What follows belongs to an exercise in optimizing a design on an open flow for small area; a production flow would make more cautious choices. The RTL was checked by simulation tests, not by an equivalence proof against the original design. No activity file was given, so power comes from the tool's default toggle rates.

## the previous run
## i2c_top
module i2c_top(
    input           clk,
    input           rstn,
    input           apb_sel,
    input           apb_en,
    input           apb_write,
    output          apb_ready,
    input  [31:0]   apb_addr,
    input  [31:0]   apb_wdata,
    output [31:0]   apb_rdata,
    output          i2c_irq,
    input           i2c_scl_i,
    output          i2c_scl_o,
    input           i2c_sda_i,
    output          i2c_sda_o
);
Settings: LEC_CHECK=0, CAP_MARGIN=20, CORE_MARGIN=2, CORE_UTILIZATION=60, SLEW_MARGIN=20; clock period 12.0 ns.
standard.sh (not shown) runs the stock make flow with config.mk's settings and CLKGATE_MAP_FILE= SYNTH_SCRIPT=/design/flow/synth_recipe.tcl, a recipe that flattens the netlist after the stock synthesis.
==> flow/flow/run.sh <==
#!/bin/bash
# The standard layout (standard.sh: the ORFS flow, standard synthesis included) with two
# changes: port buffers are sky130_fd_sc_hd__buf_1 instead of the tool's pick, and clock tree
# synthesis inserts no dummy loads. All of make's output goes to flow_make.log here; each ORFS
# step keeps its own log under orfs/logs/.
set -euo pipefail
bash standard.sh \
  "BUFFER_PORTS_ARGS=-buffer_cell sky130_fd_sc_hd__buf_1" \
  "CTS_ARGS=-sink_clustering_enable -repair_clock_nets -buf_list sky130_fd_sc_hd__clkbuf_8 -sink_clustering_size 20 -sink_clustering_max_diameter 45 -dont_use_dummy_load" \
  finish > flow_make.log 2>&1
## Diff of input files: the current run against the previous run
Settings: CTS_CLUSTER_DIAMETER newly set to 60; CORE_UTILIZATION changed from 60 to 50; CTS_BUF_LIST newly set to sky130_fd_sc_hd__clkbuf_8; CTS_CLUSTER_SIZE newly set to 16.
-- flow/flow/run.sh --
<<< the previous run, line 7
bash standard.sh \
  "BUFFER_PORTS_ARGS=-buffer_cell sky130_fd_sc_hd__buf_1" \
  "CTS_ARGS=-sink_clustering_enable -repair_clock_nets -buf_list sky130_fd_sc_hd__clkbuf_8 -sink_clustering_size 20 -sink_clustering_max_diameter 45 -dont_use_dummy_load" \
  finish > flow_make.log 2>&1
>>> the current run, line 7
bash standard.sh \
  "BUFFER_PORTS_ARGS=-buffer_cell sky130_fd_sc_hd__buf_1" \
  "CTS_ARGS=-sink_clustering_enable -repair_clock_nets -buf_list sky130_fd_sc_hd__clkbuf_8 -sink_clustering_size 16 -sink_clustering_max_diameter 60 -dont_use_dummy_load" \
  finish > flow_make.log 2>&1
Findings:
The current run went all the way through the flow, and no timing, DRC or antenna check failed.
The previous run → the current run: smallest setup slack after layout saw an increase; initial antenna violation count saw an increase; final clock period utilization by the worst path saw a decrease; slew of the pin with the lowest slew margin saw a decrease.
Worst slack on hold paths, the previous run and the current run: larger value in the current run
Sort the previous run and the current run by clock network fraction of total power desc -> top: the previous run
The previous run → the current run: clock-buffer cell count saw a decrease; die area saw an increase.

========
## alpha
i2c_top, a different RTL version from the one above (not shown whole).
Size in the first run: ~800 flip-flops, ~110 I/O pins, ~0.034 mm^2 of cells after synthesis.
## i2c_top
module i2c_top(
    input           clk,
    input           rstn,
    input           apb_sel,
    input           apb_en,
    input           apb_write,
    output          apb_ready,
    input  [31:0]   apb_addr,
    input  [31:0]   apb_wdata,
    output [31:0]   apb_rdata,
    output          i2c_irq,
    input           i2c_scl_i,
    output          i2c_scl_o,
    input           i2c_sda_i,
    output          i2c_sda_o
);
    wire [4:0]                  tx_fifo_ocy                     ;
    wire                        tx_fifo_wr                      ;
    wire [9:0]                  tx_fifo_din                     ;
    wire [4:0]                  rx_fifo_ocy                     ;
    wire                        rx_fifo_rd                      ;
    wire [7:0]                  rx_fifo_dout                    ;
    wire [4:0]                  rx_fifo_pirq                    ;
    wire [9:0]                  slv_adr                         ;
    wire [6:0]                  cr                              ;
    wire [7:0]                  cr_clr                          ;
    wire [6:0]                  cr_set                          ;  
    wire [7:0]                  sr                              ;
    wire [7:0]                  irq_req                         ;
    wire [31:0]                 tsusta                          ;
    wire [31:0]                 tsusto                          ;
    wire [31:0]                 thdsta                          ;
    wire [31:0]                 tsudat                          ;
    wire [31:0]                 tbuf                            ;
    wire [31:0]                 thigh                           ;
    wire [31:0]                 tlow                            ;
    wire [31:0]                 thddat                          ;
    wire [7:0]                  tim_dflt                        ;
    wire                        cr_msms                         ;
i2c_reg u_i2c_reg ( 
        .clk                    (clk                            ),  
        .rstn                   (rstn                           ),  
  ...
==> flow/config.mk <==
export PLATFORM = sky130hd
export DESIGN_NAME = i2c_top
export DESIGN_NICKNAME = i2c_top
export VERILOG_FILES = /design/flow/design.v
export SDC_FILE = /design/flow/constraint.sdc
export NUM_CORES = 4
export LEC_CHECK = 0
export CAP_MARGIN = 20
export CORE_MARGIN = 2
export CORE_UTILIZATION = 55
export PLACE_DENSITY = 0.7
export SLEW_MARGIN = 20
==> flow/constraint.sdc <==
create_clock -name core_clock -period 12.0 [get_ports {clk}]
set_input_delay 2.4000 -clock core_clock [delete_from_list [all_inputs] [get_ports {clk}]]
set_output_delay 2.4000 -clock core_clock [all_outputs]
set_load 0.01 [all_outputs]
==> flow/flow/run.sh <==
#!/bin/bash
# The standard layout (standard.sh: the ORFS flow, standard synthesis included) with two
# changes: port buffers are sky130_fd_sc_hd__buf_1 instead of the tool's pick, and clock tree
# synthesis inserts no dummy loads. All of make's output goes to flow_make.log here; each ORFS
# step keeps its own log under orfs/logs/.
set -euo pipefail
bash standard.sh \
  "BUFFER_PORTS_ARGS=-buffer_cell sky130_fd_sc_hd__buf_1" \
  "CTS_ARGS=-sink_clustering_enable -repair_clock_nets -buf_list sky130_fd_sc_hd__clkbuf_8 -sink_clustering_size 16 -sink_clustering_max_diameter 60 -dont_use_dummy_load" \
  finish > flow_make.log 2>&1
### alpha -> beta
Settings: changing CAP_MARGIN from 20 to 0; changing SLEW_MARGIN from 20 to 0; removing PLACE_DENSITY (formerly 0.7); setting CTS_BUF_LIST to sky130_fd_sc_hd__clkbuf_8 for the first time; setting CTS_CLUSTER_DIAMETER to 60 for the first time; setting CTS_CLUSTER_SIZE to 16 for the first time; changing CORE_UTILIZATION from 55 to 50.
Findings:
Lower fill cell total of the finished layout among alpha and beta: alpha
beta vs alpha, number of non-filler instances in the completed layout went up by 36.
Against alpha, beta comes in about 0.33% lower on internal power summed over all cells.
Between alpha and beta, the total power figures differ only marginally.
alpha vs beta, start point of the critical path: u_i2c_core.u_i2c_phy.u_i2c_phy_fsm.cstate[1] vs u_i2c_core.u_i2c_phy.u_i2c_phy_fsm.cstate[3]

==> re-timing with driven ports <==
The results above use ideal ports. As a check the final layouts listed here were re-extracted and re-timed, cells and wires unchanged. Step 1 assumes that a clkbuf_16 drives the clock port and a buf_2 every other input. Step 2 adds t to the input delays and takes it off the output delays; t is the mean of the earliest and latest rising clock arrival at the registers after step 1. Input paths then give back, and output paths get back, about the clock's delay inside the block. Three values: no drivers, after step 1, after step 2; two values: the first two.
run	t, ns	setup slack, ns	worst register clock-pin slew, ns
the previous run	0.736	4.014 / 4.014 / 4.014	0.10 / 0.10
the current run	0.723	4.201 / 4.201 / 4.201	0.10 / 0.10
alpha	0.760	3.661 / 3.661 / 3.661	0.11 / 0.11
beta	0.753	3.503 / 3.503 / 3.503	0.10 / 0.10
After both steps setup and hold are still met in every run listed.
